What follows belongs to an exercise in optimizing a design on an open flow for small area; a production flow would make more cautious choices.
Where RTL was checked, it was by simulation tests only, not by an equivalence proof against the original.
Only the layout flow was run in runs 1 and 4; the RTL was not checked for function there.

### flow/design.v
module clk_div (
    input             clk,
    input             rst_n,
    input             wclr,
    output reg [3:0]  p,
    output reg [12:0] wc
);
wire [16:0] nx = {wc, p} + 17'd1;
always @(posedge clk) begin
    if (!rst_n) begin
        p  <= 4'd0;
        wc <= 13'd0;
    end else begin
        p  <= nx[3:0];
        wc <= wclr ? 13'd0 : nx[16:4];
    end
end
endmodule
module ads1258 (
    input             sysclk,
    input             locked,
    input             Rx_0,
    output reg        Tx_0,
    output            Clk_0,
    output            CS,
    output            en_Ain0,
    output reg [1:0]  tag,       
    output reg [23:0] nsr        
);
localparam IDLE = 3'd0, WAIT1 = 3'd1, BIT = 3'd2, CLKH = 3'd3, ENDB = 3'd4;
reg  [4:0]  c;          
reg  [2:0]  st;         
reg  [2:0]  bn;         
wire [3:0]  p;
wire [12:0] wc;
wire in_wait   = (c == 5'd0) || (c == 5'd19);
wire wait_done = in_wait && (p == 4'd0) &&
                 (wc == ((c == 5'd0) ? 13'd3840 : 13'd6161));
clk_div u_sclk (.clk(sysclk), .rst_n(locked), .wclr(!in_wait || wait_done), .p(p), .wc(wc));
wire pp = (p == 4'd9);
wire byte_done = (st == ENDB) && pp;
assign en_Ain0 = (c == 5'd25) && (p == 4'd13);
assign Clk_0 = (st == ENDB) || (st == BIT && bn != 3'd0);
assign CS = (c == 5'd0) || (c == 5'd1 && bn == 3'd0 && (st == WAIT1 || st == BIT));
reg [7:0] code;
always @(*) begin
    case (c)
        5'd1:  code = 8'h60;  5'd2:  code = 8'h12;
        5'd3:  code = 8'h61;  5'd4:  code = 8'h10;
        5'd5:  code = 8'h62;  5'd6:  code = 8'h00;
        5'd7:  code = 8'h63;  5'd8:  code = 8'h00;
        5'd9:  code = 8'h64;  5'd10: code = 8'h07;
        5'd11: code = 8'h65;  5'd12: code = 8'h00;
        5'd13: code = 8'h66;  5'd14: code = 8'h00;
        5'd15: code = 8'h67;  5'd16: code = 8'hff;
        5'd17: code = 8'h68;  5'd18: code = 8'h00;
        5'd19: code = 8'h80;  5'd20: code = 8'h30;
        5'd21: code = 8'hff;  5'd22: code = 8'hff;
        5'd23: code = 8'hff;  5'd24: code = 8'hff;
        5'd25: code = 8'h80;
        default: code = 8'h00;
    endcase
end
always @(posedge sysclk) begin
    if (!locked) begin
        st <= IDLE; bn <= 3'd0;
        Tx_0 <= 1'b0;
    end else begin
        case (st)
            IDLE: begin
                Tx_0 <= 1'b0;
                if (wait_done) st <= WAIT1;
            end
            WAIT1: begin
                Tx_0 <= 1'b0;
                if (pp) st <= BIT;
            end
            BIT: if (pp) begin
                Tx_0 <= code[~bn];
                bn <= bn + 3'd1;
                st <= CLKH;
            end
            CLKH: if (pp) st <= (bn == 3'd0) ? ENDB : BIT;
            default: if (pp) st <= (c == 5'd19) ? IDLE : WAIT1;
        endcase
    end
end
always @(posedge sysclk) begin
    if (st == CLKH && pp) nsr <= {nsr[22:0], ~Rx_0};
    if (c == 5'd21 && byte_done)
        tag <= (nsr[7:2] == 6'b011101) ? ~nsr[1:0] : 2'd3;
end
always @(posedge sysclk) begin
    if (!locked) begin
        c <= 5'd0;
    end else begin
        case (c)
            5'd0:          if (wait_done) c <= 5'd1;
            5'd19:         if (wait_done) c <= 5'd20;
            5'd25:         if (p == 4'd13) c <= 5'd19;
            default:       if (byte_done) c <= c + 5'd1;
        endcase
    end
end
endmodule
module pid_rca #(parameter N = 16) (
    input  [N-1:0] a,
    input  [N-1:0] b,
    input          ci,
    output [N-1:0] s,
    output         co
);
wire [N:0] c;
assign c[0] = ci;
genvar j;
generate for (j = 0; j < N; j = j + 1) begin : g
    assign s[j]   = a[j] ^ b[j] ^ c[j];
    assign c[j+1] = (a[j] & b[j]) | (a[j] & c[j]) | (b[j] & c[j]);
end endgenerate
assign co = c[N];
endmodule
module pid_div5 #(parameter N = 16) (
    input  [N-1:0] x,
    input          nbi,
    input          nr2i,
    input          nr1i,
    output [N-1:0] r,
    output         nbo
);
wire [N+1:0] nrr;
wire [N:0]   nb;
assign nrr[1:0] = {nr1i, nr2i};
assign nrr[N+1:2] = ~r;
assign nb[0] = nbi;
genvar j;
generate for (j = 0; j < N; j = j + 1) begin : g
    assign r[j]    = x[j] ^ nrr[j] ^ nb[j];
    assign nb[j+1] = (x[j] & nrr[j]) | (x[j] & nb[j]) | (nrr[j] & nb[j]);
end endgenerate
assign nbo = nb[N];
endmodule
module pid_div25 #(parameter N = 16) (
    input  [N-1:0] nx,
    input  [3:0]   wi,       
    input          b1i,
    input          b2i,
    output [N-1:0] w,
    output         b1o,
    output         b2o
);
wire [N+3:0] ww;
wire [N-1:0] np, nw;
wire [N:0]   b1, b2;
assign ww[3:0] = wi;
assign ww[N+3:4] = w;
assign b1[0] = b1i;
assign b2[0] = b2i;
genvar j;
generate for (j = 0; j < N; j = j + 1) begin : g
    assign np[j]   = nx[j] ^ ww[j+1] ^ b1[j];
    assign b1[j+1] = (nx[j] & ww[j+1]) | (nx[j] & b1[j]) | (ww[j+1] & b1[j]);
    assign nw[j]   = np[j] ^ ww[j] ^ b2[j];
    assign b2[j+1] = (np[j] & ww[j]) | (np[j] & b2[j]) | (ww[j] & b2[j]);
    assign w[j]    = ~nw[j];
end endgenerate
assign b1o = b1[N];
assign b2o = b2[N];
endmodule
module PID_UV_LED (
    input  wire        clk,
    input  wire        rst_n,
    input  wire [31:0] P_measure,
    input  wire [31:0] P_target,
    output wire [31:0] i_current
);
reg  [31:0] eb;
reg         ke;
wire [15:0] neb_lo_n, neb_hi_n;
wire        nke_n;
wire [31:0] nP_target = ~P_target;
pid_rca #(16) u_e0 (.a(nP_target[15:0]),  .b(P_measure[15:0]),  .ci(1'b0), .s(neb_lo_n), .co(nke_n));
pid_rca #(16) u_e1 (.a(nP_target[31:16]), .b(P_measure[31:16]), .ci(1'b1), .s(neb_hi_n), .co());
wire [15:0] er_hi;
pid_rca #(16) u_e2 (.a(eb[31:16]), .b(16'd0), .ci(ke), .s(er_hi), .co());
reg  [31:0] ib;
reg         ki;
wire [15:0] ib_lo_n, ib_hi_n;
wire        ki_n;
pid_rca #(16) u_i0 (.a(ib[15:0]),  .b(eb[15:0]), .ci(1'b0), .s(ib_lo_n), .co(ki_n));
pid_rca #(16) u_i1 (.a(ib[31:16]), .b(er_hi),    .ci(ki),   .s(ib_hi_n), .co());
wire [15:0] rl;
wire        nrl_b;
pid_div5 #(16) u_r0 (.x(ib_lo_n), .nbi(1'b1), .nr2i(1'b1), .nr1i(1'b1), .r(rl), .nbo(nrl_b));
reg  [2:0]  nrs;
wire [15:0] xh, rh;
pid_rca  #(16) u_x  (.a(ib[31:16]), .b({ib[9:0], 6'd0}), .ci(ki), .s(xh), .co());
pid_div5 #(16) u_r1 (.x(xh), .nbi(nrs[2]), .nr2i(nrs[1]), .nr1i(nrs[0]), .r(rh), .nbo());
reg  [15:0] npe_lo;
reg  [14:0] pe_hi;
wire [15:0] nxl;
wire        dbw_n;
pid_rca #(16) u_d0 (.a(npe_lo), .b(eb[15:0]), .ci(1'b0), .s(nxl), .co(dbw_n));
wire [10:0] q_hi;
pid_rca #(11) u_d1 (.a(pe_hi[14:4]), .b(nxl[10:0]), .ci(1'b1), .s(q_hi), .co());
wire [15:0] wl;
wire        wl_b1, wl_b2;
pid_div25 #(16) u_w0 (.nx(nxl), .wi(4'd0), .b1i(1'b0), .b2i(1'b0), .w(wl), .b1o(wl_b1), .b2o(wl_b2));
reg  [14:0] ndq;
reg         dbw;
reg  [5:0]  ws;
wire [14:0] nxph, wh;
pid_rca   #(15) u_d2 (.a(ndq), .b(pe_hi), .ci(dbw), .s(nxph), .co());
pid_div25 #(15) u_w1 (.nx(nxph), .wi(ws[5:2]), .b1i(ws[1]), .b2i(ws[0]), .w(wh), .b1o(), .b2o());
wire [6:0]  a_hi;
pid_rca #(7) u_a (.a(eb[8:2]), .b(eb[6:0]), .ci(1'b0), .s(a_hi), .co());
wire [8:0]  aa = {a_hi, eb[1:0]};
wire [8:0]  bb = rh[15:7];
wire [8:0]  cc = wh[14:6];
wire [8:0]  s1 = aa ^ bb ^ cc;
wire [8:0]  k1 = (aa & bb) | (aa & cc) | (bb & cc);
wire [9:0]  cs_hi;
pid_rca #(9) u_c (.a({1'b0, s1[8:1]}), .b(k1), .ci(1'b0), .s(cs_hi[8:0]), .co(cs_hi[9]));
reg  [10:0] cs;
reg  [17:0] ic;
wire [17:0] ic_sum;
pid_rca #(18) u_s (.a(ic), .b({7'd0, cs}), .ci(1'b0), .s(ic_sum), .co());
wire        clamp = (ic > 18'd167772);
reg  rst_d;
wire run = rst_n & ~rst_d;
always @(posedge clk) begin
    rst_d <= ~rst_n;
    eb <= ~{neb_hi_n, neb_lo_n}; ke <= ~nke_n;
    if (!run) begin
        ib <= 32'd0; ki <= 1'b0;
        nrs <= 3'b111;
        npe_lo <= 16'hffff; pe_hi <= 15'd0;
        ndq <= 15'h7fff; dbw <= 1'b0; ws <= 6'd0;
        cs <= 11'd0;
        ic <= 18'd0;
    end else begin
        ib <= {ib_hi_n, ib_lo_n}; ki <= ki_n;
        nrs <= {nrl_b, ~rl[14], ~rl[15]};
        npe_lo <= ~eb[15:0]; pe_hi <= er_hi[14:0];
        ndq <= ~{q_hi, pe_hi[3:0]}; dbw <= dbw_n;
        ws <= {wl[15], wl[14], wl[13], wl[12], wl_b1, wl_b2};
        cs <= {cs_hi, s1[0]};
        ic <= clamp ? 18'd167772 : ic_sum;
    end
end
assign i_current = {14'd0, ic};
endmodule
module fft_top(
    input          sys_clk,
    input          sys_rst_n,
    input          Rx_0,
    output         Tx_0,
    output         Clk_0,
    output         CS,
    output [31:0]  ad_data0,
    output [31:0]  ad_data1,
    output [31:0]  ad_data2,
    output         en_Ain0,
    output         en_Ain1,
    input  [31:0]  P_target,
    output [31:0]  i_current,
    input  [31:0]  P_measure
);
wire [1:0]  tag;
wire [23:0] nsr;
ads1258 u_ads1258 (
    .sysclk(sys_clk), .locked(sys_rst_n), .Rx_0(Rx_0),
    .Tx_0(Tx_0), .Clk_0(Clk_0), .CS(CS),
    .en_Ain0(en_Ain0), .tag(tag), .nsr(nsr)
);
assign en_Ain1 = en_Ain0;
reg  [23:0] d0, d1, d2;
wire [23:0] rkeep = {24{sys_rst_n}};
wire [23:0] dat01 = (~nsr & rkeep) | {21'd0, ~rkeep[2:0]};
wire [23:0] dat2  = ~nsr & rkeep;
wire ld0 = (en_Ain0 && tag == 2'd0) || !sys_rst_n;
wire ld1 = (en_Ain0 && tag == 2'd1) || !sys_rst_n;
wire ld2 = (en_Ain0 && tag == 2'd2) || !sys_rst_n;
always @(posedge sys_clk) begin
    if (ld0) d0 <= dat01;
    if (ld1) d1 <= dat01;
    if (ld2) d2 <= dat2;
end
assign ad_data0 = {8'd0, d0};
assign ad_data1 = {8'd0, d1};
assign ad_data2 = {8'd0, d2};
PID_UV_LED PID_UV_LED (
    .clk(sys_clk), .rst_n(sys_rst_n),
    .P_measure(P_measure), .P_target(P_target), .i_current(i_current)
);
endmodule
### flow/flow/run.sh
#!/bin/bash
# Own layout flow: the standard flow, with these changes.
#  1. Port buffers are the smallest buffer cell (buffer_ports -buffer_cell).
#  2. The synthesis's single tie-low cell is kept for all constant outputs
#     (no per-load tie cells).
#  3. After the standard synthesis, flow/faflip.py re-chooses the polarity
#     of the full-adder cells to drop inverters (registers untouched).
# Each tool's output goes to a log file of its own in this folder.
set -euo pipefail
export BUFFER_PORTS_ARGS="-buffer_cell sky130_fd_sc_hd__buf_1"
export SKIP_REPAIR_TIE_FANOUT=1
R=orfs/results/${FLOW_PLATFORM}/fft_top/base
bash standard.sh synth > synth.log 2>&1
cp $R/1_2_yosys.v 1_2_yosys.standard.v
python3 flow/faflip.py 1_2_yosys.standard.v $R/1_2_yosys.v > faflip.log 2>&1
bash standard.sh > layout.log 2>&1
### flow/flow/faflip.py
#!/usr/bin/env python3
"""Re-choose the polarity of full-adder cells in a mapped netlist.

A full adder is self-dual: complementing its three inputs complements both
outputs. Yosys picks the polarity of each extracted adder on its own, which
leaves inverters on many adder inputs and outputs. This script chooses, for
every sky130 fa cell, whether to use it as is or complemented so that fewer
signals need an inverter, then rebuilds the inverters the netlist needs.
Registers and all other cells are left as they are.

usage: faflip.py IN.v OUT.v
"""
import re, sys, random, collections

src = open(sys.argv[1]).read()
m = re.search(r'module\s+(\w+)\s*\((.*?)\);', src, re.S)
top = m.group(1)
body = src[m.end():src.rindex('endmodule')]

decls = []      # port / wire declaration lines, kept verbatim
cells = []      # [type, name, {pin: net}]
pos = 0
cell_re = re.compile(r'\s*(\S+)\s+(\\\S+\s|\S+)\s*\((.*?)\);', re.S)
for stmt in re.finditer(r'(input|output|inout|wire)\b[^;]*;|(\S+)\s+(\\\S+\s|\S+)\s*\(((?:[^;])*?)\);', body, re.S):
    if stmt.group(1):
        decls.append(stmt.group(0).strip())
    else:
        typ, name, conns = stmt.group(2), stmt.group(3), stmt.group(4)
        pins = {}
        for pm in re.finditer(r'\.(\w+)\s*\(\s*((?:\\\S+\s)|[^()\s]+(?:\s*\[[^\]]*\])?)\s*\)', conns):
            pins[pm.group(1)] = pm.group(2).strip() if not pm.group(2).startswith('\\') else pm.group(2).rstrip() + ' '
        cells.append([typ, name, pins])

OUTP = {'X', 'Y', 'Q', 'Q_N', 'SUM', 'COUT', 'HI', 'LO'}
def is_inv(t):
    return re.match(r'sky130_fd_sc_hd__(clk)?inv_\d+$', t) is not None
def is_fa(t):
    return re.match(r'sky130_fd_sc_hd__fa_\d+$', t) is not None

inputs, outputs = set(), set()
for d in decls:
    mm = re.match(r'(input|output)\s*(\[(\d+):(\d+)\])?\s*(.*?);', d, re.S)
    if not mm:
        continue
    names = [x.strip() for x in mm.group(5).split(',')]
    for nm in names:
        if mm.group(2):
            hi, lo = int(mm.group(3)), int(mm.group(4))
            bits = [f'{nm}[{i}]' for i in range(min(hi, lo), max(hi, lo) + 1)]
        else:
            bits = [nm]
        (inputs if mm.group(1) == 'input' else outputs).update(bits)

def key(n):
    return n.strip()

driver = {}
loads = collections.defaultdict(list)
for ci, (t, nm, pins) in enumerate(cells):
    for p, n in pins.items():
        if p in OUTP:
            driver[key(n)] = (ci, p)
        else:
            loads[key(n)].append((ci, p))
for o in outputs:
    loads[o].append((None, 'PORT'))

netname = {}
for t, nm, pins in cells:
    for p, n in pins.items():
        netname[key(n)] = n

# root of each net through inverter chains
rootmemo = {}
def root(n):
    if n in rootmemo:
        return rootmemo[n]
    d = driver.get(n)
    if d is not None and is_inv(cells[d[0]][0]):
        a = key(cells[d[0]][2]['A'])
        r, p = root(a)
        res = (r, p ^ 1)
    else:
        res = (n, 0)
    rootmemo[n] = res
    return res

allnets = set(driver) | set(loads)
# consumers per root: list of (cell index or None, pin, polarity)
cons = collections.defaultdict(list)
for n in allnets:
    r, p = root(n)
    for ci, pin in loads.get(n, []):
        if ci is not None and is_inv(cells[ci][0]):
            continue
        cons[r].append((ci, pin, p))
fa_ids = [i for i, c in enumerate(cells) if is_fa(c[0])]
x = {i: 0 for i in fa_ids}
fixed = set()
# never flip an adder whose output net is a port or has no usable name
for i in fa_ids:
    for p in ('SUM', 'COUT'):
        n = cells[i][2].get(p)
        if n is not None and key(n) in outputs:
            fixed.add(i)

def drv_flip(r):
    d = driver.get(r)
    if d is not None and d[0] in x:
        return x[d[0]]
    return 0

def cost(r):
    f = drv_flip(r)
    for ci, pin, p in cons[r]:
        if (p ^ (x[ci] if ci in x else 0) ^ f):
            return 1
    return 0

roots_of = collections.defaultdict(set)
for r in cons:
    d = driver.get(r)
    if d is not None and d[0] in x:
        roots_of[d[0]].add(r)
    for ci, pin, p in cons[r]:
        if ci in x:
            roots_of[ci].add(r)
roots = list(cons)
before = sum(cost(r) for r in roots)

def delta(group):
    rs = set()
    for i in group:
        rs |= roots_of[i]
    b = sum(cost(r) for r in rs)
    for i in group:
        x[i] ^= 1
    a = sum(cost(r) for r in rs)
    for i in group:
        x[i] ^= 1
    return a - b

# carry-chain neighbours
nbr = collections.defaultdict(set)
for i in fa_ids:
    for r in roots_of[i]:
        for j in [driver.get(r, (None,))[0]] + [ci for ci, _, _ in cons[r]]:
            if j in x and j != i:
                nbr[i].add(j)

rng = random.Random(1)
free = [i for i in fa_ids if i not in fixed]
best = dict(x); bestc = before; cur = before
T = 1.0
for it in range(200000):
    i = rng.choice(free)
    if rng.random() < 0.3 and nbr[i]:
        j = rng.choice(sorted(nbr[i]))
        g = [i] if j in fixed else [i, j]
    else:
        g = [i]
    dl = delta(g)
    if dl <= 0 or rng.random() < pow(2.718, -dl / T):
        for k in g:
            x[k] ^= 1
        cur += dl
        if cur < bestc:
            bestc = cur; best = dict(x)
    T = max(0.02, 1.0 * (1 - it / 150000))
x = best
after = sum(cost(r) for r in roots)

# rebuild
FLIP = {'A': 'A', 'B': 'B', 'CIN': 'CIN'}
newcells = []
newwires = []
cnt = [0]
def fresh(base):
    cnt[0] += 1
    nm = 'faflip_n%d' % cnt[0]
    newwires.append(nm)
    return nm
invnet = {}   # root -> net carrying the complement of the physical root
portcells = []
for r in roots:
    f = drv_flip(r)
    need = [(ci, pin) for ci, pin, p in cons[r] if ci is not None and p ^ (x[ci] if ci in x else 0) ^ f]
    if need:
        invnet[r] = fresh(r)
    # output ports read the value of the root directly or through inverters;
    # drive each from the physical root net with an inverter or a buffer
    for ci, pin, p in cons[r]:
        if ci is not None:
            continue
        pass
for o in sorted(outputs):
    r, p = root(o)
    want = p ^ drv_flip(r)
    if o == r:
        assert want == 0, ('port polarity', o)
        continue
    src = netname.get(r, r)
    if want:
        portcells.append(['sky130_fd_sc_hd__inv_1', 'faflip_po%d' % len(portcells), {'A': src, 'Y': o}])
    else:
        portcells.append(['sky130_fd_sc_hd__buf_1', 'faflip_po%d' % len(portcells), {'A': src, 'X': o}])
# connect consumers
for r in roots:
    f = drv_flip(r)
    for ci, pin, p in cons[r]:
        if ci is None:
            continue
        want = p ^ (x[ci] if ci in x else 0) ^ f
        cells[ci][2][pin] = invnet[r] if want else netname.get(r, r)
for r, nn in invnet.items():
    newcells.append(['sky130_fd_sc_hd__inv_1', 'faflip_i%s' % nn.split('n')[-1], {'A': netname.get(r, r), 'Y': nn}])
newcells += portcells

out = ['/* faflip: %d -> %d inverted signals */' % (before, after),
       'module %s(%s);' % (top, m.group(2).strip())]
for d in decls:
    out.append('  ' + d)
for w in newwires:
    out.append('  wire %s;' % w)
for t, nm, pins in cells:
    if is_inv(t):
        continue
    out.append('  %s %s (%s);' % (t, nm, ', '.join('.%s(%s)' % (p, n) for p, n in pins.items())))
for t, nm, pins in newcells:
    out.append('  %s %s (%s);' % (t, nm, ', '.join('.%s(%s)' % (p, n) for p, n in pins.items())))
out.append('endmodule')
open(sys.argv[2], 'w').write('\n'.join(out) + '\n')
ninv = sum(1 for c in cells if is_inv(c[0]))
print('adders %d, flipped %d; inverted signals %d -> %d; inverter cells %d -> %d'
      % (len(fa_ids), sum(x.values()), before, after, ninv, len(newcells)))
### flow/standard.sh
#!/bin/bash
# synth_recipe.tcl (not shown) runs the flow's synth.tcl, then flattens the netlist and writes it again
# the make line also repeats each setting of config.mk as NAME=value (left out here)
make -C /OpenROAD-flow-scripts/flow DESIGN_CONFIG=/design/flow/config.mk WORK_HOME=/design/flow/orfs CLKGATE_MAP_FILE= SYNTH_SCRIPT=/design/flow/synth_recipe.tcl "${@:-finish}"
### flow/config.mk
export PLATFORM = sky130hd
export DESIGN_NAME = fft_top
export DESIGN_NICKNAME = fft_top
export VERILOG_FILES = /design/flow/design.v
export SDC_FILE = /design/flow/constraint.sdc
export NUM_CORES = 4
export LEC_CHECK = 0
export CAP_MARGIN = 20
export CORE_MARGIN = 2
export CORE_UTILIZATION = 80
export CTS_BUF_LIST = sky130_fd_sc_hd__clkbuf_8
export CTS_CLUSTER_DIAMETER = 60
export CTS_CLUSTER_SIZE = 16
export SLEW_MARGIN = 20
### flow/constraint.sdc
create_clock -name core_clock -period 10.0 [get_ports {sys_clk}]
set_input_delay 2.0000 -clock core_clock [delete_from_list [all_inputs] [get_ports {sys_clk}]]
set_output_delay 2.0000 -clock core_clock [all_outputs]
set_load 0.01 [all_outputs]
==> notes.md, run 1 <==
Vias in the first global route = 9394
WHS = 0.410 ns
Crit end category = flip-flop
CTS max path bufs = 3
Placed Instance Area = 0.0154 mm2
Final period util = 0.961
Die Y = 140 um
Port-buffer cells = 161
Post-route ant nets = 0
Initial antenna violation count = 0
Initial drt markers = 461
Worst setup SP type = flip-flop
Setup bufs post-CTS = 0
Met2 Use GR = 0.541
I/O pin count = 200
Die width = 140 um
Non-Filler Instances = 1528
Core area = 0.0181 mm2
Setup slack, reg-to-reg = 0.39 ns
Critical Path RT = 10.45 ns
Fraction of layout cells with a size suffix above 1 = 0.0439
Worst skew pair latency = 0.56 ns
# H-tree levels = 1
Synth Instances = 1162
Setup violations, final = 0
Grt met1 use = 0.380
Slew margin rel. = 0.443
Via density = 5.60
Num CTS Buffers = 22
CTS tree = yes
Synthesis warning total = 4
Synthesized Nets = 1496
Final hold violations = 0
Setup TNS = 0 ns
Routed WL = 28400 um
Pin count of the biggest net entering global routing = 64
Max_cap viols = 0
Dpl cells = 1491
Routed via count = 8558
GRT Util Overall = 0.305
Row Count = 49
Max FO, Critical Path = 1
# diodes = 0
Netlist Area Pre-Place = 0.0148 mm2
Global-route met3 utilization = 0.0414
GP Congestion = 0.861
Starting Density = 0.819
Area grow syn2layout = 6.85%
Min Clock Period, post-route = 9.61 ns
CP Data Arrival Time = 10.06 ns
Final net count = 1621
Fmax = 104 MHz
RSZ-0062 raised after global routing = false
# DRC = 0
Slew Viols, Final = 0
Grt ovf = 0
Status = complete, no violations
Clock skew = 0.0203 ns
First-pass GRT wire length = 46200 um
HPWL after DPL = 21100 um
Clock Sinks = 287
Syn avg cell area = 12.7 um2
Layer with the highest usage = met2
Reg clk slew, reported paths = 0.11 ns
Hold crit path type = flip-flop to flip-flop
WL/cell = 18.6 um
TritonRoute pass-1 iters = 26
Die area = 0.0196 mm2
Root Buffer = clkbuf_8
CP Class = flip-flop to flip-flop
Commonest cells after routing, fill and taps aside = fa_1, dfxtp_1, inv_1
Worst slew pin tran = 0.813 ns
Commonest non-fill, non-tap cell in the layout = fa_1
Fin area = 0.0158 mm2
final timing paths:
check	endpoint	start	cells past startpoint
worst max-delay path	PID_UV_LED.cs[9]$_SDFF_PN0_	PID_UV_LED.dbw$_SDFF_PN0_	23
worst min-delay path	PID_UV_LED.ndq[0]$_SDFF_PN1_	PID_UV_LED.pe_hi[0]$_SDFF_PN0_	1
worst max register to register	PID_UV_LED.cs[9]$_SDFF_PN0_	PID_UV_LED.dbw$_SDFF_PN0_	23
worst min register to register	PID_UV_LED.ndq[0]$_SDFF_PN1_	PID_UV_LED.pe_hi[0]$_SDFF_PN0_	1
per-layer routing:
layer / part of all wire / wire length (um) / vias up
met4: 0.043 / 1230 / 0
met1: 0.38 / 10700 / 4285
met3: 0.053 / 1500 / 81
li1: - / - / 3838
met5: 0 / 0 / -
met2: 0.53 / 15000 / 354
worst max-delay path, cell delays in order, from the launching register on:
cell     delay [ns]
dfxtp_1        0.34
fa_1           0.45
fa_2           0.43
fa_2           0.41
fa_1           0.45
fa_1           0.46
fa_1           0.46
fa_1           0.46
fa_1           0.46
fa_1           0.46
fa_1           0.48
fa_2           0.42
fa_1           0.47
fa_2           0.41
fa_1           0.56
fa_1           0.44
fa_1           0.44
xor2_1         0.19
xnor2_1        0.23
xnor2_1        0.17
fa_1           0.47
fa_1           0.43
ha_1           0.27
and2_1         0.14
area by class of cell:
type,instances,area (um2)
fill,826,2270
clock inverter,14,115
clock buffer,22,303
tap,229,287
timing repair buffer,167,669
multi-input combinational,652,7130
inverter,157,589
sequential,287,6730
registers in the layout, summed over array words and instances (netlist names), 16 cells and up:
register and cells:
d0 24, d2 24, u_ads1258.nsr 24, d1 24, PID_UV_LED.eb 32, PID_UV_LED.ib 32, PID_UV_LED.npe_lo 16, PID_UV_LED.ic 18
what timing repair did:
item                                    in CTS  in global routing
hold buffers                                 0                  0
endpoints found under the hold margin        0                  0
endpoints found under the setup margin       0                  2
gates resized for setup                      0                  4
through the flow:
stage / util / worst slack [ns]
detailed placement: 0.849 / 0.156
global route: 0.875 / 0.0491
floorplan: - / 0.513
CTS: 0.872 / 0.117
global placement: 0.849 / 0.387
finish: 0.875 / 0.389
==> inputs of run 2 (changes only) <==
--- a/flow/design.v
+++ b/flow/design.v
@@ -3,3 +3,4 @@
     input             rst_n,
-    input             wclr,
+    input             inc,
+    input             clr,
     output reg [3:0]  p,
@@ -7,3 +8,2 @@
 );
-wire [16:0] nx = {wc, p} + 17'd1;
 always @(posedge clk) begin
@@ -11,6 +11,6 @@
         p  <= 4'd0;
-        wc <= 13'd0;
+        wc <= 13'd2303;
     end else begin
-        p  <= nx[3:0];
-        wc <= wclr ? 13'd0 : nx[16:4];
+        p  <= p + 4'd1;
+        wc <= clr ? 13'd0 : wc + {12'd0, inc};
     end
@@ -29,17 +29,17 @@
 );
-localparam IDLE = 3'd0, WAIT1 = 3'd1, BIT = 3'd2, CLKH = 3'd3, ENDB = 3'd4;
-reg  [4:0]  c;          
-reg  [2:0]  st;         
-reg  [2:0]  bn;         
+reg  [4:0]  c;
 wire [3:0]  p;
 wire [12:0] wc;
-wire in_wait   = (c == 5'd0) || (c == 5'd19);
-wire wait_done = in_wait && (p == 4'd0) &&
-                 (wc == ((c == 5'd0) ? 13'd3840 : 13'd6161));
-clk_div u_sclk (.clk(sysclk), .rst_n(locked), .wclr(!in_wait || wait_done), .p(p), .wc(wc));
-wire pp = (p == 4'd9);
-wire byte_done = (st == ENDB) && pp;
-assign en_Ain0 = (c == 5'd25) && (p == 4'd13);
-assign Clk_0 = (st == ENDB) || (st == BIT && bn != 3'd0);
-assign CS = (c == 5'd0) || (c == 5'd1 && bn == 3'd0 && (st == WAIT1 || st == BIT));
+wire pp     = (p == 4'd9);             
+wire waits  = (c == 5'd0) || (c == 5'd20);
+wire [4:0] s = wc[4:0];
+wire byte_done = !waits && pp && (s == 5'd17);
+wire wait_done = waits && (p == 4'd0) && (wc == 13'd6143);
+clk_div u_sclk (.clk(sysclk), .rst_n(locked),
+                .inc(waits ? (p == 4'd15) : pp),
+                .clr(waits ? wait_done : byte_done),
+                .p(p), .wc(wc));
+assign en_Ain0 = (c == 5'd26) && (s == 5'd0) && (p == 4'd13);
+assign Clk_0 = !waits && s[0] && (s[4:1] != 4'd0);
+assign CS = (c == 5'd0) || (c == 5'd1 && s[4:1] == 4'd0);
 reg [7:0] code;
@@ -56,6 +56,6 @@
         5'd17: code = 8'h68;  5'd18: code = 8'h00;
-        5'd19: code = 8'h80;  5'd20: code = 8'h30;
-        5'd21: code = 8'hff;  5'd22: code = 8'hff;
-        5'd23: code = 8'hff;  5'd24: code = 8'hff;
-        5'd25: code = 8'h80;
+        5'd19: code = 8'h80;  5'd21: code = 8'h30;
+        5'd22: code = 8'hff;  5'd23: code = 8'hff;
+        5'd24: code = 8'hff;  5'd25: code = 8'hff;
+        5'd26: code = 8'h80;
         default: code = 8'h00;
@@ -65,40 +65,15 @@
     if (!locked) begin
-        st <= IDLE; bn <= 3'd0;
         Tx_0 <= 1'b0;
-    end else begin
-        case (st)
-            IDLE: begin
-                Tx_0 <= 1'b0;
-                if (wait_done) st <= WAIT1;
-            end
-            WAIT1: begin
-                Tx_0 <= 1'b0;
-                if (pp) st <= BIT;
-            end
-            BIT: if (pp) begin
-                Tx_0 <= code[~bn];
-                bn <= bn + 3'd1;
-                st <= CLKH;
-            end
-            CLKH: if (pp) st <= (bn == 3'd0) ? ENDB : BIT;
-            default: if (pp) st <= (c == 5'd19) ? IDLE : WAIT1;
-        endcase
-    end
-end
-always @(posedge sysclk) begin
-    if (st == CLKH && pp) nsr <= {nsr[22:0], ~Rx_0};
-    if (c == 5'd21 && byte_done)
-        tag <= (nsr[7:2] == 6'b011101) ? ~nsr[1:0] : 2'd3;
-end
-always @(posedge sysclk) begin
-    if (!locked) begin
         c <= 5'd0;
     end else begin
-        case (c)
-            5'd0:          if (wait_done) c <= 5'd1;
-            5'd19:         if (wait_done) c <= 5'd20;
-            5'd25:         if (p == 4'd13) c <= 5'd19;
-            default:       if (byte_done) c <= c + 5'd1;
-        endcase
+        if (waits || s == 5'd0) Tx_0 <= 1'b0;
+        else if (pp && s[0] && !s[4]) Tx_0 <= code[~s[3:1]];
+        if (wait_done || byte_done)
+            c <= (c == 5'd26) ? 5'd20 : c + 5'd1;
     end
+end
+always @(posedge sysclk) begin
+    if (!waits && pp && !s[0] && s != 5'd0) nsr <= {nsr[22:0], ~Rx_0};
+    if (c == 5'd22 && byte_done)
+        tag <= (nsr[7:2] == 6'b011101) ? ~nsr[1:0] : 2'd3;
 end
==> notes.md, run 2 <==
Critical Path RT = 10.45 ns (about the same)
Pin count of the biggest net entering global routing = 64 (unchanged)
First-pass GRT wire length = 46200 um (about the same)
Worst slew pin tran = 1.10 ns (+0.286 ns)
Row Count = 49 (unchanged)
CP Data Arrival Time = 10.13 ns (+0.07 ns)
GRT Util Overall = 0.305 (+0.000540)
Levels on crit path = 22 (-4.3%)
Worst path max stage delay = 0.57 ns (about the same)
Synthesis warning total = 4 (unchanged)
FF-to-FF Start = PID_UV_LED.dbw$_SDFF_PN0_
Grt ovf = 0 (unchanged)
Reg clk slew, reported paths = 0.10 ns (about the same)
Worst slack, placed = 0.218 ns (+0.0615 ns)
Top Registers = PID_UV_LED.eb (32), PID_UV_LED.ib (32)
Crit end category = flip-flop
Max FO, Critical Path = 1 (unchanged)
Synthesized Nets = 1458 (-2.5%)
Die area = 0.0193 mm2 (-1.5%)
Post-CTS Hold Buffers = 0 (unchanged)
Fmax = 103 MHz (-0.76%)
Delay-heaviest family, CP = adder cells
# DRC = 0 (unchanged)
Starting Density = 0.814 (-0.00452)
Final net count = 1581 (-2.5%)
Root Buffer = clkbuf_8
CTS tree = yes
Commonest non-fill, non-tap cell in the layout = fa_1
CP cell instances = fa_1 > fa_1 > fa_1 > fa_1 > fa_1 > fa_1 > fa_1 > fa_1 > fa_1 > fa_1 > fa_1 > fa_1 > fa_2 > fa_1 > fa_1 > fa_1 > inv_1 > fa_1 > fa_1 > fa_1 > ha_1 > and2_1
Max_cap viols = 0 (unchanged)
Setup bufs post-CTS = 0 (unchanged)
# H-tree levels = 1 (unchanged)
Port-buffer cells = 161 (unchanged)
GP Congestion = 0.847 (-1.6%)
Netlist Area Pre-Place = 0.0146 mm2 (-1.6%)
Worst skew pair latency = 0.56 ns (about the same)
Via density = 5.62 (+0.28%)
Post-route ant nets = 0 (unchanged)
Crit path from = PID_UV_LED.dbw$_SDFF_PN0_
Setup slack, reg-to-reg = 0.32 ns (-0.07 ns)
Die width = 139 um (-0.76%)
Initial drt markers = 501 (+8.7%)
HPWL after DPL = 21000 um (-0.35%)
Vias in the first global route = 9154 (-2.6%)
CTS max path bufs = 3 (unchanged)
TritonRoute pass-1 iters = 5 (-81%)
Hold Startpoint = PID_UV_LED.pe_hi[0]$_SDFF_PN0_
Commonest cells after routing, fill and taps aside = fa_1, dfxtp_1, inv_1, buf_1, nor2_1
Core area = 0.0179 mm2 (-1.0%)
Top cell by count, worst path = fa_1
CP Class = flip-flop to flip-flop
RSZ-0062 raised after global routing = false
Slowest-stage cell, CP = fa_1
Buffers & Inverters on Critical Path = 1 (+1)
Setup violations, final = 0 (unchanged)
Worst setup endpoint = PID_UV_LED.cs[9]$_SDFF_PN0_
Fraction of layout cells with a size suffix above 1 = 0.0437 (-0.000194)
Hold crit path type = flip-flop to flip-flop
Min Clock Period, post-route = 9.68 ns (+0.0737 ns)
Initial antenna violation count = 0 (unchanged)
Area grow syn2layout = 6.58%
Num CTS Buffers = 22 (unchanged)
WL/cell = 18.6 um (+0.21%)
Slew Viols, Final = 0 (unchanged)
Status = complete, no violations
Fin area = 0.0155 mm2 (-1.8%)
Slew margin rel. = 0.266 (-0.177)
Clock Sinks = 281 (-2.1%)
Placed Instance Area = 0.0151 mm2 (-1.6%)
Die Y = 139 um (-0.76%)
Worst setup SP type = flip-flop
I/O pin count = 200 (unchanged)
Reg2Reg Depth = 22 (-4.3%)
Routed WL = 27700 um (-2.4%)
Setup TNS = 0 ns (unchanged)
Final period util = 0.968 (+0.00737)
Clock skew = 0.0295 ns (+0.00925 ns)
Final hold violations = 0 (unchanged)
Routed via count = 8357 (-2.3%)
# diodes = 0 (unchanged)
Synth Instances = 1123 (-3.4%)
Syn avg cell area = 13.0 um2 (+1.9%)
Reg2reg end = PID_UV_LED.cs[9]$_SDFF_PN0_
WHS = 0.408 ns (-0.00207 ns)
Setup ws final = 0.315 ns (-0.0737 ns)
==> run 2: layout make-up <==
type                       count  area, um2
multi-input combinational    622       7000
tap                          229        287
fill                         829       2370
clock buffer                  23        317
sequential                   281       6610
timing repair buffer         168        657
clock inverter                14       96.3
inverter                     151        567
==> run 2: worst min path at each step <==
stage                              endpoint  slack, ns  cells after the start
3_5_place_dp   PID_UV_LED.ndq[0]$_SDFF_PN1_       0.39                      1
2_1_floorplan  PID_UV_LED.ndq[0]$_SDFF_PN1_       0.37                      1
4_1_cts        PID_UV_LED.ndq[0]$_SDFF_PN1_       0.41                      1
6_report       PID_UV_LED.ndq[0]$_SDFF_PN1_       0.41                      1
3_3_place_gp   PID_UV_LED.ndq[0]$_SDFF_PN1_       0.38                      1
5_1_grt        PID_UV_LED.ndq[0]$_SDFF_PN1_       0.43                      1
==> run 2: through the flow <==
stage	util	instances
global route	0.868	1488
floorplan	-	1123
detailed placement	0.844	1451
CTS	0.867	1488
finish	0.868	1488
global placement	0.844	1451
==> run 2: timing repair <==
item | CTS | global route
setup endpoints to repair | 0 | 1
endpoints found under the hold margin | 0 | 0
gates resized for setup | 0 | 1
==> run 2: worst reg2reg max path, cell delays in order, from the launching register on <==
cell and delay (ns):
dfxtp_1 0.34, fa_1 0.47, fa_1 0.47, fa_1 0.46, fa_1 0.46, fa_1 0.46
fa_1 0.46, fa_1 0.46, fa_1 0.47, fa_1 0.46, fa_1 0.46, fa_1 0.46
fa_1 0.47, fa_2 0.41, fa_1 0.57, fa_1 0.44, fa_1 0.52, inv_1 0.05
fa_1 0.47, fa_1 0.46, fa_1 0.38, ha_1 0.27, and2_1 0.14
==> run 2: layer usage <==
layer	vias to the layer above	GRT usage	wire, um	share of wire
li1	3724	-	-	-
met1	4251	0.389	10300	0.37
met2	316	0.538	14800	0.53
met3	66	0.0525	1730	0.062
met4	0	0.107	938	0.034
met5	-	0	0	0
==> inputs of run 3 (changes only) <==
--- a/flow/flow/run.sh
+++ b/flow/flow/run.sh
@@ -6,3 +6,5 @@
 #  3. After the standard synthesis, flow/faflip.py re-chooses the polarity
-#     of the full-adder cells to drop inverters (registers untouched).
+#     of the full-adder cells to drop inverters, and flow/invfold.py folds
+#     single-load inverters into the NOR2/NAND2 they feed (registers are
+#     left exactly as the standard synthesis made them).
 # Each tool's output goes to a log file of its own in this folder.
@@ -14,3 +16,4 @@
 cp $R/1_2_yosys.v 1_2_yosys.standard.v
-python3 flow/faflip.py 1_2_yosys.standard.v $R/1_2_yosys.v > faflip.log 2>&1
+python3 flow/faflip.py 1_2_yosys.standard.v 1_2_yosys.faflip.v > faflip.log 2>&1
+python3 flow/invfold.py 1_2_yosys.faflip.v $R/1_2_yosys.v > invfold.log 2>&1
 bash standard.sh > layout.log 2>&1
--- a/flow/flow/faflip.py
+++ b/flow/flow/faflip.py
@@ -112,8 +112,12 @@
 
+FOLD = {'sky130_fd_sc_hd__nor2_1': 0.33, 'sky130_fd_sc_hd__nand2_1': 0.33,
+        'sky130_fd_sc_hd__xor2_1': 0.0, 'sky130_fd_sc_hd__xnor2_1': 0.0}
 def cost(r):
     f = drv_flip(r)
-    for ci, pin, p in cons[r]:
-        if (p ^ (x[ci] if ci in x else 0) ^ f):
-            return 1
-    return 0
+    need = [ci for ci, pin, p in cons[r] if (p ^ (x[ci] if ci in x else 0) ^ f)]
+    if not need:
+        return 0
+    if len(need) == 1 and need[0] is not None and cells[need[0]][0] in FOLD:
+        return FOLD[cells[need[0]][0]]
+    return 1
 
@@ -233,3 +237,3 @@
 ninv = sum(1 for c in cells if is_inv(c[0]))
-print('adders %d, flipped %d; inverted signals %d -> %d; inverter cells %d -> %d'
+print('adders %d, flipped %d; inverter cost %.1f -> %.1f; inverter cells %d -> %d'
       % (len(fa_ids), sum(x.values()), before, after, ninv, len(newcells)))
==> flow/flow/invfold.py (new file) <==
#!/usr/bin/env python3
"""Fold single-load inverters into the 2-input gate they feed.

nor2(~x, y) = nor2b(A=y, B_N=x), nand2(~x, y) = nand2b(A_N=x, B=y),
xor2(~x, y) = xnor2(x, y) and xnor2(~x, y) = xor2(x, y): an inverter whose
only load is such a gate is removed and the gate replaced accordingly.
usage: invfold.py IN.v OUT.v
"""
import re, sys, collections
src = open(sys.argv[1]).read()
cell_re = re.compile(r'^(\s*)(sky130_fd_sc_hd__\w+)\s+(\S+)\s*\((.*?)\);\s*$', re.M | re.S)
cells = []
for m in cell_re.finditer(src):
    pins = dict((p, n.strip()) for p, n in re.findall(r'\.(\w+)\(([^()]*)\)', m.group(4)))
    cells.append([m.start(), m.end(), m.group(2), m.group(3), pins])
OUTP = {'X', 'Y', 'Q', 'Q_N', 'SUM', 'COUT', 'HI', 'LO'}
loads = collections.defaultdict(list)
for i, (s, e, t, nm, pins) in enumerate(cells):
    for p, n in pins.items():
        if p not in OUTP:
            loads[n].append((i, p))
ports = set()
for m in re.finditer(r'^\s*output\s*(\[[^\]]*\])?\s*([^;]*);', src, re.M):
    for x in m.group(2).split(','):
        ports.add(x.strip())
def isport(n):
    return n.split('[')[0].strip() in ports
drop = set(); repl = {}
for i, (s, e, t, nm, pins) in enumerate(cells):
    if t != 'sky130_fd_sc_hd__inv_1':
        continue
    y, a = pins['Y'], pins['A']
    if isport(y) or len(loads[y]) != 1:
        continue
    j, pin = loads[y][0]
    kinds = ('sky130_fd_sc_hd__nor2_1', 'sky130_fd_sc_hd__nand2_1',
             'sky130_fd_sc_hd__xor2_1', 'sky130_fd_sc_hd__xnor2_1')
    if j in repl or cells[j][2] not in kinds:
        continue
    gp = cells[j][4]
    other = gp['B'] if pin == 'A' else gp['A']
    if other == y:
        continue
    out_pin = 'X' if cells[j][2] == 'sky130_fd_sc_hd__xor2_1' else 'Y'
    if cells[j][2] == 'sky130_fd_sc_hd__nor2_1':
        repl[j] = ('sky130_fd_sc_hd__nor2b_1', {'A': other, 'B_N': a, 'Y': gp['Y']})
    elif cells[j][2] == 'sky130_fd_sc_hd__nand2_1':
        repl[j] = ('sky130_fd_sc_hd__nand2b_1', {'A_N': a, 'B': other, 'Y': gp['Y']})
    elif cells[j][2] == 'sky130_fd_sc_hd__xor2_1':
        # xor2(~a, b) = xnor2(a, b)
        repl[j] = ('sky130_fd_sc_hd__xnor2_1', {'A': a, 'B': other, 'Y': gp['X']})
    else:
        # xnor2(~a, b) = xor2(a, b)
        repl[j] = ('sky130_fd_sc_hd__xor2_1', {'A': a, 'B': other, 'X': gp['Y']})
    drop.add(i)
out = []; pos = 0
for i, (s, e, t, nm, pins) in enumerate(cells):
    out.append(src[pos:s]); pos = e
    if i in drop:
        continue
    if i in repl:
        t2, p2 = repl[i]
        out.append('\n  %s %s (%s);' % (t2, nm, ', '.join('.%s(%s)' % (k, v + ' ' if v.startswith('\\') else v) for k, v in p2.items())))
    else:
        out.append(src[s:e])
out.append(src[pos:])
open(sys.argv[2], 'w').write(''.join(out))
print('folded %d inverters' % len(drop))
==> notes.md, run 3 <==
Setup violations, final = 0 (unchanged)
HPWL after DPL = 20500 um (-2.4%)
Status = complete, no violations
Port-buffer cells = 161 (unchanged)
Via density = 5.60 (-0.25%)
Final period util = 0.967 (-0.00190)
First-pass GRT wire length = 44000 um (-4.7%)
Commonest non-fill, non-tap cell in the layout = fa_1
Synth Instances = 1074 (-4.4%)
Worst slew pin tran = 0.762 ns (-0.336 ns)
Pin count of the biggest net entering global routing = 64 (unchanged)
Fraction of layout cells with a size suffix above 1 = 0.0439 (+0.000189)
Top Registers = PID_UV_LED.eb (32), PID_UV_LED.ib (32)
Fillers = 857 (+3.4%)
Die area = 0.0192 mm2 (-0.57%)
Slew margin rel. = 0.487 (+0.221)
Max_cap viols = 0 (unchanged)
RSZ-0062 raised after global routing = false
Num CTS Buffers = 21 (-4.5%)
CP Data Arrival Time = 10.12 ns (about the same)
Root Buffer = clkbuf_8
Critical Path RT = 10.45 ns (about the same)
Slew Viols, Final = 0 (unchanged)
Die Y = 139 um (-0.29%)
WL/cell = 18.7 um (+0.64%)
Setup bufs post-CTS = 0 (unchanged)
Initial drt markers = 490 (-2.2%)
# H-tree levels = 1 (unchanged)
GP Congestion = 0.831 (-1.9%)
Final net count = 1532 (-3.1%)
Netlist Area Pre-Place = 0.0145 mm2 (-0.59%)
I/O pin count = 200 (unchanged)
CP Class = flip-flop to flip-flop
Core area = 0.0178 mm2 (-0.34%)
Worst setup SP type = flip-flop
Crit end category = flip-flop
Routed WL = 26900 um (-2.8%)
CTS tree = yes
Setup TNS = 0 ns (unchanged)
# diodes = 0 (unchanged)
Post-route ant nets = 0 (unchanged)
Initial antenna violation count = 0 (unchanged)
Fmax = 103 MHz (+0.20%)
Final hold violations = 0 (unchanged)
Reg clk slew, reported paths = 0.10 ns (about the same)
Grt ovf = 0 (unchanged)
Commonest cells after routing, fill and taps aside = fa_1, dfxtp_1, buf_1
TritonRoute pass-1 iters = 5 (unchanged)
Synthesis warning total = 4 (unchanged)
Die width = 139 um (-0.29%)
# DRC = 0 (unchanged)
Starting Density = 0.812 (-0.00204)
CTS max path bufs = 3 (unchanged)
Row Count = 49 (unchanged)
Worst skew pair latency = 0.56 ns (about the same)
Area grow syn2layout = 6.33%
Hold crit path type = flip-flop to flip-flop
Max FO, Critical Path = 1 (unchanged)
Post-layout util = 0.863 (-0.00417)
Syn avg cell area = 13.5 um2 (+3.9%)
GRT Util Overall = 0.291 (-0.0146)
Synthesized Nets = 1409 (-3.4%)
Routed via count = 8050 (-3.7%)
Min Clock Period, post-route = 9.67 ns (-0.0190 ns)
Clock Sinks = 281 (unchanged)
Vias in the first global route = 8917 (-2.6%)
Clock skew = 0.0200 ns (-0.00957 ns)
==> run 3: cell type report <==
class | instances | area [um2] | area share
repair buffers | 169 | 684 | 0.0444
inverters | 102 | 383 | 0.0249
clock inverters | 13 | 55.1 | 0.00357
well taps | 229 | 287 | 0.0186
flip-flops and latches | 281 | 6610 | 0.429
multi-input cells | 622 | 7100 | 0.461
clock buffers | 21 | 289 | 0.0188
==> run 3: what timing repair did <==
item                                    in CTS  in global routing
endpoints found under the setup margin       0                  1
resized for setup                            0                  1
hold buffers                                 0                  0
==> run 3: through the flow <==
stage | hold slack [ns] | cells | setup slack (ns) | instance area [um2]
2_1_floorplan | 0.371 | 1074 | 0.513 | 14500
3_3_place_gp | 0.378 | 1402 | 0.372 | 15000
3_5_place_dp | 0.389 | 1402 | 0.249 | 15000
4_1_cts | 0.412 | 1436 | 0.218 | 15400
5_1_grt | 0.444 | 1437 | 0.00455 | 15400
6_report | 0.414 | 1437 | 0.334 | 15400
==> run 3: worst max-delay path, stage by stage, from the launching register on <==
cell     delay, ns
dfxtp_1       0.33
fa_1          0.45
fa_1          0.47
fa_2          0.43
fa_1          0.47
fa_1          0.46
fa_1          0.46
fa_1          0.46
fa_1          0.46
fa_1          0.46
fa_1          0.46
fa_1          0.46
fa_1          0.47
fa_1          0.46
fa_1          0.57
fa_1          0.44
fa_1          0.52
inv_1         0.05
fa_1          0.46
fa_1          0.45
fa_1          0.37
ha_1          0.27
and2_1        0.14
==> run 3: worst paths after layout <==
check / slack (ns) / startpoint / depth (start not counted) / to
max: 0.33 / PID_UV_LED.dbw$_SDFF_PN0_ / 22 / PID_UV_LED.cs[9]$_SDFF_PN0_
min: 0.41 / PID_UV_LED.pe_hi[1]$_SDFF_PN0_ / 1 / PID_UV_LED.ndq[1]$_SDFF_PN1_
max reg2reg: 0.33 / PID_UV_LED.dbw$_SDFF_PN0_ / 22 / PID_UV_LED.cs[9]$_SDFF_PN0_
min reg2reg: 0.41 / PID_UV_LED.pe_hi[1]$_SDFF_PN0_ / 1 / PID_UV_LED.ndq[1]$_SDFF_PN1_
==> run 3: per-layer routing <==
metal  vias up  part of all wire  global-route usage
met2       289              0.54               0.521
met3        62             0.056              0.0428
li1       3624                 -                   -
met4         0             0.031              0.0967
met5         -                 0                   0
met1      4075              0.38               0.371
==> inputs of run 4 (changes only) <==
--- a/flow/design.v
+++ b/flow/design.v
@@ -5,2 +5,5 @@
     input             clr,
+    input             clr_all,
+    input             shift,
+    input             sin,
     output reg [3:0]  p,
@@ -8,2 +11,3 @@
 );
+wire [12:0] nx = wc + {12'd0, inc};
 always @(posedge clk) begin
@@ -13,4 +17,8 @@
     end else begin
-        p  <= p + 4'd1;
-        wc <= clr ? 13'd0 : wc + {12'd0, inc};
+        p <= p + 4'd1;
+        wc[4:0] <= (clr || clr_all) ? 5'd0 : nx[4:0];
+        if (shift)
+            wc[12:5] <= {wc[11:5], sin};
+        else
+            wc[12:5] <= clr_all ? 8'd0 : nx[12:5];
     end
@@ -27,3 +35,3 @@
     output reg [1:0]  tag,       
-    output reg [23:0] nsr        
+    output [23:0]     nsr        
 );
@@ -37,6 +45,11 @@
 wire wait_done = waits && (p == 4'd0) && (wc == 13'd6143);
+wire sample = !waits && pp && !s[0] && (s != 5'd0);
+reg  [15:0] nsr_lo;
 clk_div u_sclk (.clk(sysclk), .rst_n(locked),
                 .inc(waits ? (p == 4'd15) : pp),
-                .clr(waits ? wait_done : byte_done),
+                .clr(byte_done),
+                .clr_all(wait_done || (byte_done && (c == 5'd19 || c == 5'd26))),
+                .shift(sample), .sin(nsr_lo[15]),
                 .p(p), .wc(wc));
+assign nsr = {wc[12:5], nsr_lo};
 assign en_Ain0 = (c == 5'd26) && (s == 5'd0) && (p == 4'd13);
@@ -75,3 +88,3 @@
 always @(posedge sysclk) begin
-    if (!waits && pp && !s[0] && s != 5'd0) nsr <= {nsr[22:0], ~Rx_0};
+    if (sample) nsr_lo <= {nsr_lo[14:0], ~Rx_0};
     if (c == 5'd22 && byte_done)
==> notes.md, run 4 <==
Max FO, Critical Path = 1 (unchanged)
Post-CTS Hold Buffers = 0 (unchanged)
Max_cap viols = 0 (unchanged)
# DRC = 0 (unchanged)
Netlist Area Pre-Place = 0.0143 mm2 (-1.3%)
Setup violations, final = 0 (unchanged)
Starting Density = 0.823 (+0.0114)
Syn avg cell area = 13.5 um2 (+0.24%)
Fraction of layout cells with a size suffix above 1 = 0.0495 (+0.00566)
Row Count = 48 (-2.0%)
Critical Path RT = 10.46 ns (about the same)
I/O pin count = 200 (unchanged)
FF/Latch Area = 0.00637 mm2 (-3.6%)
Hold crit path type = flip-flop to flip-flop
Global-route met3 utilization = 0.0427 (-0.000139)
Clock skew = 0.0348 ns (+0.0148 ns)
Worst skew pair latency = 0.56 ns (about the same)
Routed via count = 7985 (-0.81%)
Final period util = 0.964 (-0.00294)
RSZ-0062 raised after global routing = false
CP Class = flip-flop to flip-flop
Commonest non-fill, non-tap cell in the layout = fa_1
Top Registers = PID_UV_LED.eb (32), PID_UV_LED.ib (32)
Grt met1 use = 0.389 (+0.0179)
Synth Instances = 1057 (-1.6%)
CTS max path bufs = 3 (unchanged)
Non-Filler Instances = 1416 (-1.5%)
Initial antenna violation count = 0 (unchanged)
Multi-input gate area = 0.00715 mm2 (+0.70%)
Worst slew pin tran = 0.821 ns (+0.0594 ns)
Grt ovf = 0 (unchanged)
Dpl cells = 1382 (-1.4%)
# H-tree levels = 1 (unchanged)
Area grow syn2layout = 6.37% (about the same)
Synthesis warning total = 4 (unchanged)
Fmax = 104 MHz (+0.31%)
Crit end category = flip-flop
Status = complete, no violations
Die area = 0.0189 mm2 (-1.3%)
Crit path from = PID_UV_LED.dbw$_SDFF_PN0_
Die Y = 138 um (-0.66%)
Hold Startpoint = PID_UV_LED.pe_hi[1]$_SDFF_PN0_
Routed WL = 26700 um (-0.72%)
Final net count = 1515 (-1.1%)
Layer with the highest usage = met2
WL/cell = 18.9 um (+0.75%)
Worst setup SP type = flip-flop
Final hold violations = 0 (unchanged)
Post-route ant nets = 0 (unchanged)
First-pass GRT wire length = 43900 um (-0.33%)
Fillers = 784 (-8.5%)
Num CTS Buffers = 21 (unchanged)
Via density = 5.64 (+0.66%)
Die width = 138 um (-0.66%)
CP Data Arrival Time = 10.10 ns (-0.02 ns)
Commonest cells after routing, fill and taps aside = fa_1, dfxtp_1, buf_1
Met2 Use GR = 0.561 (+0.0400)
Root Buffer = clkbuf_8
CTS tree = yes
Synthesized Nets = 1392 (-1.2%)
Slew Viols, Final = 0 (unchanged)
Reg clk slew, reported paths = 0.10 ns (about the same)
Clock Sinks = 273 (-2.8%)
Slew margin rel. = 0.448 (-0.0391)
FF-to-FF Start = PID_UV_LED.dbw$_SDFF_PN0_
GP Congestion = 0.831 (about the same)
HPWL after DPL = 21300 um (+3.6%)
Setup TNS = 0 ns (unchanged)
TritonRoute pass-1 iters = 5 (unchanged)
Vias in the first global route = 8769 (-1.7%)
Pin count of the biggest net entering global routing = 66 (+3.1%)
Initial drt markers = 471 (-3.9%)
GRT Util Overall = 0.309 (+0.0182)
Port-buffer cells = 161 (unchanged)
# diodes = 0 (unchanged)
Min Clock Period, post-route = 9.64 ns (-0.0294 ns)
Core area = 0.0174 mm2 (-2.7%)
Setup slack, reg-to-reg = 0.36 ns (+0.03 ns)
-- run 4: final timing paths --
path / endpoint / cells past startpoint
worst max-delay path: PID_UV_LED.cs[9]$_SDFF_PN0_ / 23
worst min-delay path: PID_UV_LED.ndq[1]$_SDFF_PN1_ / 1
worst min register to register: PID_UV_LED.ndq[1]$_SDFF_PN1_ / 1
worst max register to register: PID_UV_LED.cs[9]$_SDFF_PN0_ / 23
-- run 4: what timing repair did --
item,4_1_cts,5_1_grt
setup endpoints to repair,0,2
hold endpoints to repair,0,0
resized for setup,0,4
setup buffers,0,0
-- run 4: area by class of cell --
type,count,area share
Tap cell,225,0.0185
Clock buffer,21,0.0190
Clock inverter,13,0.00403
Inverter,106,0.0262
Sequential cell,273,0.419
Multi-Input combinational cell,610,0.470
Timing Repair Buffer,168,0.0432
-- run 4: metrics by stage --
step | area, um2 | setup WS (ns) | hold WS [ns] | utilization
after CTS | 15200 | 0.106 | 0.410 | 0.875
after floorplan | 14300 | 0.513 | 0.371 | -
final | 15200 | 0.363 | 0.410 | 0.876
after detailed placement | 14800 | 0.0966 | 0.386 | 0.855
after global placement | 14800 | 0.380 | 0.378 | 0.855
after global routing | 15200 | 0.0384 | 0.435 | 0.876
-- run 4: critical path, cell delays in order (launching register included) --
cell and delay, ns:
dfxtp_1 0.33, fa_1 0.44, fa_1 0.46, fa_1 0.46, fa_1 0.46, fa_1 0.47
fa_1 0.48, fa_2 0.44, fa_2 0.42, fa_1 0.47, fa_1 0.47, fa_2 0.42
fa_2 0.42, fa_1 0.45, fa_1 0.58, fa_1 0.44, fa_1 0.43, xor2_1 0.19
xnor2_1 0.23, xnor2_1 0.13, fa_1 0.52, fa_1 0.44, ha_1 0.28, and2_1 0.13
-- run 4: metal layers --
layer	routed length, um	vias up	share of wire
met5	0	-	0
met4	757	0	0.028
met3	1410	50	0.053
met2	14600	270	0.55
met1	9930	4070	0.37
li1	-	3595	-
==> inputs of run 5 (changes only) <==
--- a/flow/design.v
+++ b/flow/design.v
@@ -11,3 +11,4 @@
 );
-wire [12:0] nx = wc + {12'd0, inc};
+wire       wrap = inc && (wc[4:0] == 5'd31);
+wire       fb   = ~(wc[12] ^ wc[10] ^ wc[9] ^ wc[8]);
 always @(posedge clk) begin
@@ -15,10 +16,10 @@
         p  <= 4'd0;
-        wc <= 13'd2303;
+        wc <= 13'd3583;
     end else begin
         p <= p + 4'd1;
-        wc[4:0] <= (clr || clr_all) ? 5'd0 : nx[4:0];
-        if (shift)
-            wc[12:5] <= {wc[11:5], sin};
-        else
-            wc[12:5] <= clr_all ? 8'd0 : nx[12:5];
+        wc[4:0] <= (clr || clr_all) ? 5'd0 : wc[4:0] + {4'd0, inc};
+        if (shift || wrap)
+            wc[12:5] <= {wc[11:5], shift ? sin : fb};
+        else if (clr_all)
+            wc[12:5] <= 8'd0;
     end
@@ -44,3 +45,3 @@
 wire byte_done = !waits && pp && (s == 5'd17);
-wire wait_done = waits && (p == 4'd0) && (wc == 13'd6143);
+wire wait_done = waits && (p == 4'd0) && (wc == 13'd6239);
 wire sample = !waits && pp && !s[0] && (s != 5'd0);
--- a/flow/config.mk
+++ b/flow/config.mk
@@ -10,3 +10,3 @@
 export CORE_UTILIZATION = 80
-export CTS_BUF_LIST = sky130_fd_sc_hd__clkbuf_8
+export CTS_BUF_LIST = sky130_fd_sc_hd__clkbuf_4 sky130_fd_sc_hd__clkbuf_8
 export CTS_CLUSTER_DIAMETER = 60
==> notes.md, run 5 <==
Status = complete, no violations
Vias in the first global route = 8794 (+0.29%)
Worst path max stage delay = 0.58 ns (about the same)
Top Registers = PID_UV_LED.eb (32), PID_UV_LED.ib (32)
Final net count = 1498 (-1.1%)
Initial antenna violation count = 0 (unchanged)
Reg2reg end = PID_UV_LED.cs[9]$_SDFF_PN0_
Hold crit path type = flip-flop to flip-flop
Num CTS Buffers = 21 (unchanged)
Routed via count = 8028 (+0.54%)
CP cell instances = fa_1 > fa_1 > fa_1 > fa_1 > fa_2 > fa_1 > fa_1 > fa_2 > fa_1 > fa_1 > fa_1 > fa_1 > fa_1 > fa_1 > fa_1 > fa_1 > inv_1 > fa_1 > fa_1 > fa_1 > ha_1 > and2_1
Setup slack, reg-to-reg = 0.30 ns (-0.06 ns)
Netlist Area Pre-Place = 0.0142 mm2 (-0.94%)
Hold Startpoint = PID_UV_LED.pe_hi[1]$_SDFF_PN0_
Crit end category = flip-flop
Fraction of layout cells with a size suffix above 1 = 0.0520 (+0.00242)
Hold Path Sink = PID_UV_LED.ndq[1]$_SDFF_PN1_
Initial drt markers = 541 (+15%)
Reg2Reg Depth = 22 (-4.3%)
Worst slew pin tran = 0.979 ns (+0.157 ns)
Post-route ant nets = 0 (unchanged)
Worst setup SP type = flip-flop
Top cell by count, worst path = fa_1
WHS = 0.419 ns (+0.00878 ns)
Fmax = 103 MHz (-0.62%)
Clock skew = 0.0246 ns (-0.0102 ns)
First-pass GRT wire length = 44200 um (+0.67%)
Area grow syn2layout = 6.73%
Setup TNS = 0 ns (unchanged)
CP Class = flip-flop to flip-flop
Pin count of the biggest net entering global routing = 66 (unchanged)
RSZ-0062 raised after global routing = false
Grt ovf = 0 (unchanged)
Min-Delay Path Depth = 1 (unchanged)
Commonest cells after routing, fill and taps aside = fa_1, dfxtp_1, buf_1
Critical Path RT = 10.44 ns (-0.02 ns)
# DRC = 0 (unchanged)
Clock Sinks = 273 (unchanged)
Setup violations, final = 0 (unchanged)
Min Clock Period, post-route = 9.70 ns (+0.0598 ns)
Via density = 5.74 (+1.8%)
Syn avg cell area = 13.6 um2 (+0.68%)
Core area = 0.0173 mm2 (-0.35%)
Buffers & Inverters on Critical Path = 1 (+1)
Routed WL = 27700 um (+3.7%)
Setup ws final = 0.304 ns (-0.0598 ns)
WL/cell = 19.8 um (+5.0%)
Reg clk slew, reported paths = 0.11 ns (about the same)
Worst slack, placed = 0.188 ns (+0.0915 ns)
Port-buffer cells = 161 (unchanged)
Max FO, Critical Path = 1 (unchanged)
FF-to-FF Start = PID_UV_LED.dbw$_SDFF_PN0_
Final period util = 0.970 (+0.00598)
GRT Util Overall = 0.312 (+0.00279)
I/O pin count = 200 (unchanged)
Final hold violations = 0 (unchanged)
Slew margin rel. = 0.345 (-0.104)
Synthesis warning total = 4 (unchanged)
Row Count = 48 (unchanged)
CTS tree = yes
Starting Density = 0.819 (-0.00488)
Die width = 137 um (-0.45%)
Die area = 0.0188 mm2 (-0.91%)
HPWL after DPL = 21000 um (-1.1%)
Worst skew pair latency = 0.55 ns (about the same)
Die Y = 137 um (-0.45%)
Slowest-stage cell, CP = fa_1
Synth Instances = 1040 (-1.6%)
TritonRoute pass-1 iters = 4 (-1)
CTS max path bufs = 3 (unchanged)
GP Congestion = 0.815 (-1.9%)
# H-tree levels = 1 (unchanged)
# diodes = 0 (unchanged)
Max_cap viols = 0 (unchanged)
Synthesized Nets = 1375 (-1.2%)
CP Data Arrival Time = 10.13 ns (+0.03 ns)
Commonest non-fill, non-tap cell in the layout = fa_1
Root Buffer = clkbuf_8
Setup bufs post-CTS = 0 (unchanged)
Delay-heaviest family, CP = adder cells
Slew Viols, Final = 0 (unchanged)
run 5: area by class of cell:
class	instances	area (um2)
Clock inverter	4	28.8
Timing Repair Buffer	168	657
Clock buffer	30	357
Sequential cell	273	6370
Fill cell	812	2190
Inverter	105	394
Multi-Input combinational cell	594	7030
Tap cell	225	282
run 5: stage by stage:
stage                     utilization  instance area, um2  instances
final                           0.874               15100       1399
after floorplan                     -               14200       1040
after detailed placement        0.851               14700       1365
after global routing            0.874               15100       1399
after global placement          0.851               14700       1365
after CTS                       0.873               15100       1399
run 5: worst max-delay path by stage:
stage / from / to / slack (ns) / depth (start not counted)
floorplan: PID_UV_LED.dbw$_SDFF_PN0_ / PID_UV_LED.cs[9]$_SDFF_PN0_ / 0.51 / 22
global placement: PID_UV_LED.dbw$_SDFF_PN0_ / PID_UV_LED.cs[9]$_SDFF_PN0_ / 0.39 / 22
detailed placement: PID_UV_LED.dbw$_SDFF_PN0_ / PID_UV_LED.cs[9]$_SDFF_PN0_ / 0.19 / 22
CTS: PID_UV_LED.dbw$_SDFF_PN0_ / PID_UV_LED.cs[9]$_SDFF_PN0_ / 0.14 / 22
global route: PID_UV_LED.dbw$_SDFF_PN0_ / PID_UV_LED.cs[9]$_SDFF_PN0_ / 0.03 / 22
finish: PID_UV_LED.dbw$_SDFF_PN0_ / PID_UV_LED.cs[9]$_SDFF_PN0_ / 0.30 / 22
run 5: what timing repair did:
action | in CTS | in global routing
endpoints found under the setup margin | 0 | 2
hold buffers | 0 | 0
resized for setup | 0 | 2
run 5: layer usage:
metal | global-route usage | part of all wire
met1 | 0.400 | 0.37
met2 | 0.547 | 0.53
met3 | 0.0415 | 0.054
met4 | 0.119 | 0.039
met5 | 0 | 0

-- separate check: timing with driven ports --
The results above use ideal ports. As a check the final layouts listed here were re-extracted and re-timed, cells and wires unchanged. Step 1 assumes that a clkbuf_16 drives the clock port and a buf_2 every other input. Step 2 moves the port delays by t, midway between the first and last clock arrival at a register: inputs arrive t later, outputs are due t later. That takes back most of the time a late clock gives input paths. a / b / c = ideal / step 1 / step 2; a / b = the first two.
| run | t, ns | slack for setup (ns) | cell pins on the clock port's net |
|---|---|---|---|
| run 1 | 0.593 | 0.389 / 0.389 / 0.389 | 1 |
| run 2 | 0.589 | 0.315 / 0.315 / 0.315 | 1 |
| run 3 | 0.595 | 0.334 / 0.334 / 0.334 | 1 |
| run 4 | 0.586 | 0.363 / 0.363 / 0.363 | 1 |
| run 5 | 0.585 | 0.304 / 0.304 / 0.304 | 1 |
After both steps setup and hold are still met in every run listed.
